Background: an optimization exercise with open tools, aiming at small area and a short achievable clock period. Do not read the settings as production practice. The RTL was checked by simulation tests, not by an equivalence proof against the original design. Power is estimated from default activity; no workload was simulated.

===== design/flow/config.mk =====
export PLATFORM = sky130hd
export DESIGN_NAME = datapath_top
export DESIGN_NICKNAME = datapath_top
export VERILOG_FILES = /design/flow/design.v
export SDC_FILE = /design/flow/constraint.sdc
export NUM_CORES = 4
export LEC_CHECK = 0
export CAP_MARGIN = 20
export CORE_MARGIN = 2
export CORE_UTILIZATION = 40
export SLEW_MARGIN = 20

===== design/flow/constraint.sdc =====
create_clock -name core_clock -period 7.5 [get_ports {clk}]
set_input_delay 1.5000 -clock core_clock [delete_from_list [all_inputs] [get_ports {clk}]]
set_output_delay 1.5000 -clock core_clock [all_outputs]
set_load 0.01 [all_outputs]

===== design/flow/design.v =====
module datapath_top (
  input  wire        clk,
  input  wire        rst_n,
  input  wire [4:0]  rs1,
  input  wire [4:0]  rs2,
  input  wire [4:0]  rd,
  input  wire        we,
  input  wire        use_imm,
  input  wire [31:0] imm,
  input  wire [3:0]  ctrl,
  output reg  [31:0] result,
  output reg         zero,
  output reg  [31:0] store_data
);
  reg  [4:0]  rs1_q, rs2_q, rd_q;
  reg         we_q, use_imm_q;
  reg  [31:0] imm_q;
  reg  [3:0]  ctrl_q;
  wire [31:0] res_d, sd_d;
  wire        zero_d;
  always @(posedge clk) begin
    rs1_q      <= rs1;
    rs2_q      <= rs2;
    rd_q       <= rd;
    we_q       <= we;
    use_imm_q  <= use_imm;
    imm_q      <= imm;
    ctrl_q     <= ctrl;
    result     <= res_d;
    zero       <= zero_d;
    store_data <= sd_d;
  end
  datapath u_dp (
    .clk(clk),
    .rst_n(rst_n),
    .rs1(rs1_q),
    .rs2(rs2_q),
    .rd(rd_q),
    .we(we_q),
    .use_imm(use_imm_q),
    .imm(imm_q),
    .ctrl(ctrl_q),
    .result(res_d),
    .zero(zero_d),
    .store_data(sd_d)
  );
endmodule

module ALU (X, Y, RESULTADO, ZERO, CONTROL);
input logic signed [31:0] X, Y;
input logic [3:0] CONTROL;
output logic [31:0] RESULTADO;
output logic ZERO;
logic [31:0] Xu,Yu;
assign Xu = X;
assign Yu = Y;
always_comb
begin
case (CONTROL)
	4'b0000: RESULTADO = X + Y;   
	4'b0111: RESULTADO = X - Y;   
	4'b0100: RESULTADO = (X < Y) ? 1 : 0;  
	4'b1100: RESULTADO = (Xu < Yu) ? 1 : 0;  
	4'b0010: RESULTADO = (X & Y);  
	4'b0001: RESULTADO = (X | Y);  
	4'b1001: RESULTADO = (X ^ Y);  
	4'b0110: RESULTADO = Y;  
	4'b1000: RESULTADO = Xu << Yu;  
	4'b1010: RESULTADO = Xu >> Yu;  
	4'b1110: RESULTADO = X >>> Y;  
	4'b1011: RESULTADO = (X >= Y) ? 1 : 0;  
	4'b1111: RESULTADO = X == Y;  
	default: RESULTADO = 0;  
endcase
end
assign ZERO = (RESULTADO == 0) ? 1 : 0;
endmodule 
module registerbank(read_reg1,read_reg2,write_reg,write_data,reg_write,read_data1,read_data2,clock,RST);
input [4:0] read_reg1,read_reg2,write_reg;
input [31:0] write_data;
input reg_write,clock,RST;
output logic [31:0] read_data1,read_data2;
logic [31:0] [31:0] dato ;  
always @(posedge clock)
	if(!RST)
			dato <= 0;
	else
		if(reg_write)	
			dato[write_reg] <= write_data;
assign read_data1 = dato[read_reg1];
assign read_data2 = dato[read_reg2];
endmodule 
module datapath (
  input  logic        clk,
  input  logic        rst_n,
  input  logic [4:0]  rs1,
  input  logic [4:0]  rs2,
  input  logic [4:0]  rd,
  input  logic        we,
  input  logic        use_imm,
  input  logic [31:0] imm,
  input  logic [3:0]  ctrl,
  output logic [31:0] result,
  output logic        zero,
  output logic [31:0] store_data
);
  logic [31:0] rdata1, rdata2, op_b;
  registerbank u_regs (
    .read_reg1(rs1),
    .read_reg2(rs2),
    .write_reg(rd),
    .write_data(result),
    .reg_write(we),
    .read_data1(rdata1),
    .read_data2(rdata2),
    .clock(clk),
    .RST(rst_n)
  );
  assign op_b = use_imm ? imm : rdata2;
  ALU u_alu (
    .X(rdata1),
    .Y(op_b),
    .RESULTADO(result),
    .ZERO(zero),
    .CONTROL(ctrl)
  );
  assign store_data = rdata2;
endmodule

===== design/flow/run.sh =====
#!/bin/bash
# synth_recipe.tcl (not shown) runs the flow's synth.tcl, then flattens the netlist and writes it again
# the make line also repeats each setting of config.mk as NAME=value (left out here)
make -C /OpenROAD-flow-scripts/flow DESIGN_CONFIG=/design/flow/config.mk WORK_HOME=/design/flow/orfs CLKGATE_MAP_FILE= SYNTH_SCRIPT=/design/flow/synth_recipe.tcl finish

==> results_dict.tcl <==
set metrics [dict create \
    multi_input_area_sq_um 40600 \
    hold_path_class "register to register" \
    critPathBufInv 6 \
    power.switching_mw 5.40 \
    p_leak_nw 38.8 \
    run_status "no timing/DRC/antenna violations" \
    synth_area_sq_um 67200 \
    initial_core_util_pct 40.2 \
    yosysTopAreaCellShare_pct 34.0 \
    p_total_mw 16.7 \
    r2r_end "u_dp.u_regs.dato[30]" \
    slowest_stage "o41a_2" \
    synth_seq_cells 1142 \
    period_minus_slack_ns 7.42 \
    layout_commonest_cell "dfxtp_1" \
    gp_congestion 1.08 \
    first_iter_violations 9007 \
    cts_buffer_depth 3 \
    dp.cells 9397 \
    seqPwrFrac_pct 38.1 \
    grtUsageTotal_pct 35.2 \
    grt_max_degree 246 \
    slowest_delay_ns 0.59 \
    regArea_sq_um 22900 \
    final_nets 7503 \
    r2r.worst_path.cells 26 \
    utilization_pct 45.9 \
    fin_skew_ns 0.0530 \
    synth_top_flop_cell "dfxtp_1" \
    row_count 150 \
    slew_headroom_pct 17.0 \
    setup_viol 0 \
    wire_per_inst_um 32.4 \
    ios 120 \
    core_area_sq_um 167000 \
    post-place-ws_ns -0.258 \
    synthCells 7360 \
    fin_crit_sh_pct 98.9 \
    rsz0062_at_grt "false" \
    worstSetupPathType "register to register" \
    dieArea_sq_um 171000 \
    crit_path_start_kind "register" \
    antenna_found_initial 13 \
    end_kind "register" \
    yosys_warnings 3 \
    cts_sinks 1142 \
    synth_edf_count 0 \
    cellPowerDensity_nw_per_um2 218 \
    internal-power_mw 11.3 \
    clkPwrFrac_pct 40.3 \
    drv_cap 0 \
    cp_top_family "compound AO/OA/AOI/OAI gates" \
    wirelength_um 312000 \
    dp_hpwl_um 211000 \
    postLayoutSetupSlackWorst_ns 0.0816 \
    grt.overflow.total 0 \
    cts-root-buf "clkbuf_16" \
    syn_to_final_growth_pct 14.1 \
    synth_cell_types 112 \
    drt-vias-per-instance 6.62 \
    avgSynthCellArea_sq_um 9.13 \
    max_clock_freq_mhz 135 \
    drive_gt1_share_pct 14.1 \
    drtPass1Iterations 10 \
    cts_tree "done" \
    drc 0 \
    min_delay_worst_endpoint "u_dp.u_regs.dato[26]" \
    cts.htree.levels 4 \
    final_cell_mix "dfxtp_1, nand2_1, mux2i_1" \
    hp-start "u_dp.u_regs.dato[26]" \
    syn_nets 7523 \
    r2r-start "rs1_q[2]" \
    crit_arrival_ns 8.13 \
    ant_nets 0 \
    final_cells 9647 \
    fillers 15985 \
    grt_pass1_vias 59917 \
    swShare_pct 32.3 \
    worstHoldPathCells 2 \
    p_comb_share_pct 21.7 \
    cpMostUsedCell "buf_4" \
    path_max_fanout 22 \
    cts.clk_slew.worst_paths_ns 0.06 \
    max-vdd-ir-drop_mv 0.178 \
    vias 63845 \
    tightest_slew_ns 1.24 \
    insertion_delay_ns 0.83 \
    port_buffers 119 \
    yosys.area.top_type "dfxtp_1" \
    die_h_um 414 \
    die_w_um 414 \
    rrSetupSlack_ns 0.08 \
    slew_viol_final 0 \
    cts_buffers 138 \
    grt_pass1_wl_um 439000 \
    ys_async_sr_fraction_pct 0 \
    synth_area_leaders "dfxtp_1, mux2i_1, o211a_1, nand2_1, mux4_2" \
    hold_viol 0 \
    cp.required_ns 8.21 \
    yosysSeqAreaShare_pct 34.0 \
]
==> metal layers <==
| layer | up-vias | share of wire, % | global-route usage, % |
|---|---|---|---|
| met2 | 4013 | 43 | 52.9 |
| li1 | 27171 | - | - |
| met4 | 8 | 7.0 | 21.4 |
| met1 | 31753 | 39 | 45.7 |
| met5 | - | 0.015 | 0 |
| met3 | 900 | 11 | 8.17 |
==> power groups by stage <==
stage,clock network (mW),registers [mW],logic [mW]
after global routing,7.04,6.37,3.73
after CTS,6.80,6.36,3.47
after floorplan,0,6.46,1.89
final,6.73,6.36,3.62
after detailed placement,0,6.49,3.46
after global placement,0,6.48,3.47
==> cells by family (layout without fill, tap and decap cells) <==
group / after synthesis / after routing / synth area share, %
DFF: 1142 / 1142 / 34.0
muxes: 1023 / 1023 / 18.4
adders and majority gates: 108 / 108 / 2.03
AOI/OAI and AO/OA: 2084 / 2084 / 24.8
other: 0 / 3 / 0
buffers and inverters: 900 / 979 / 6.49
xor gates and xnor gates: 6 / 6 / 0.0782
and+or+nand+nor: 2097 / 2098 / 14.2
==> stage by stage <==
| stage | setup TNS (ns) | instance area, sq um | hold slack (ns) |
|---|---|---|---|
| 6_report | 0 | 76700 | 0.474 |
| 5_1_grt | 0 | 76700 | 0.492 |
| 4_1_cts | 0 | 76500 | 0.474 |
| 3_5_place_dp | -7.42 | 72000 | 0.464 |
| 3_3_place_gp | -7.93 | 72000 | 0.452 |
| 2_1_floorplan | 0 | 67200 | 0.442 |
==> Yosys cell counts, drive strengths merged (10+ instances only) <==
cell type  instances
dfxtp           1142
nand2           1033
mux2i            828
o211a            779
nor2             471
clkbuf           462
a22oi            394
buf              311
a21oi            296
o21ai            223
mux4             165
nor3b            129
inv              126
nand3            107
ha               106
and2              84
nor3              52
nor4              51
nor2b             39
o22ai             37
nand4             36
a211oi            32
mux2              30
a31oi             28
o221ai            28
a221oi            26
and3              25
a21o              24
o31ai             20
o211ai            19
a2111oi           16
a221o             16
nand2b            16
a22o              15
and4              15
o21bai            13
o21a              12
o32ai             12
or3               11
a21boi            10
o31a              10
==> worst min-delay path, cell delays in order (launching register included) <==
cell,delay (ns)
dfxtp_1,0.32
nand2_1,0.06
a21boi_1,0.05
==> flip-flops by register name, summed over array words and instances (netlist names) <==
| name | count |
|---|---|
| use_imm_q | 1 |
| store_data | 32 |
| u_dp.u_regs.dato | 1024 |
| rs2_q | 5 |
| zero | 1 |
| result | 32 |
| rd_q | 5 |
| we_q | 1 |
| imm_q | 32 |
| rs1_q | 5 |
| ctrl_q | 4 |
==> what timing repair did <==
item,in CTS,in global routing
endpoints found under the setup margin,34,99
setup buffers,0,6
gates resized for setup,2,16
cloned,0,1
pin swaps,0,2
hold buffers,0,0
==> cell type report <==
class	instances	area share (%)
clock inverter	37	0.566
multi-input combinational	5319	52.9
tap	2204	3.60
timing repair buffer	612	7.18
clock buffer	203	5.26
inverter	127	0.635
sequential	1142	29.8
antenna	3	0.00979
==> worst max-delay path by stage <==
stage	slack, ns	end	startpoint	cells past startpoint
after global placement	-0.26	u_dp.u_regs.dato[991]	rs1_q[0]	26
after detailed placement	-0.26	u_dp.u_regs.dato[127]	rs1_q[0]	26
after CTS	0.01	u_dp.u_regs.dato[30]	rs2_q[3]	27
after global routing	0.007	u_dp.u_regs.dato[574]	rs2_q[0]	27
after floorplan	0.93	u_dp.u_regs.dato[191]	rs2_q[1]	28
final	0.08	u_dp.u_regs.dato[30]	rs1_q[2]	26

==> re-timing with driven ports <==
No port has a modelled driver above. Below, the same layout with a new extraction and two added sets of constraints.
Step 1, drivers: a clkbuf_16 drives clk and a buf_2 each remaining input, both assumed.
Step 2 adds t to the input delays and takes it off the output delays; t is the mean of the earliest and latest rising clock arrival at the registers after step 1. Input paths then give back, and output paths get back, about the clock's delay inside the block.
Slacks: ideal ports / drivers / drivers and shift; pairs: ideal ports / drivers.
t, ns: 0.887
setup slack, ns: 0.082 / 0.082 / 0.082
hold slack, ns: 0.474 / 0.474 / 0.474
worst data-port slew with drivers (ns): 0.06
pins driven straight from the clock port: 1
After both steps this run still meets setup and hold. The setup slack of this run moves by 0.000 ns with the drivers and by 0.000 ns with both steps.
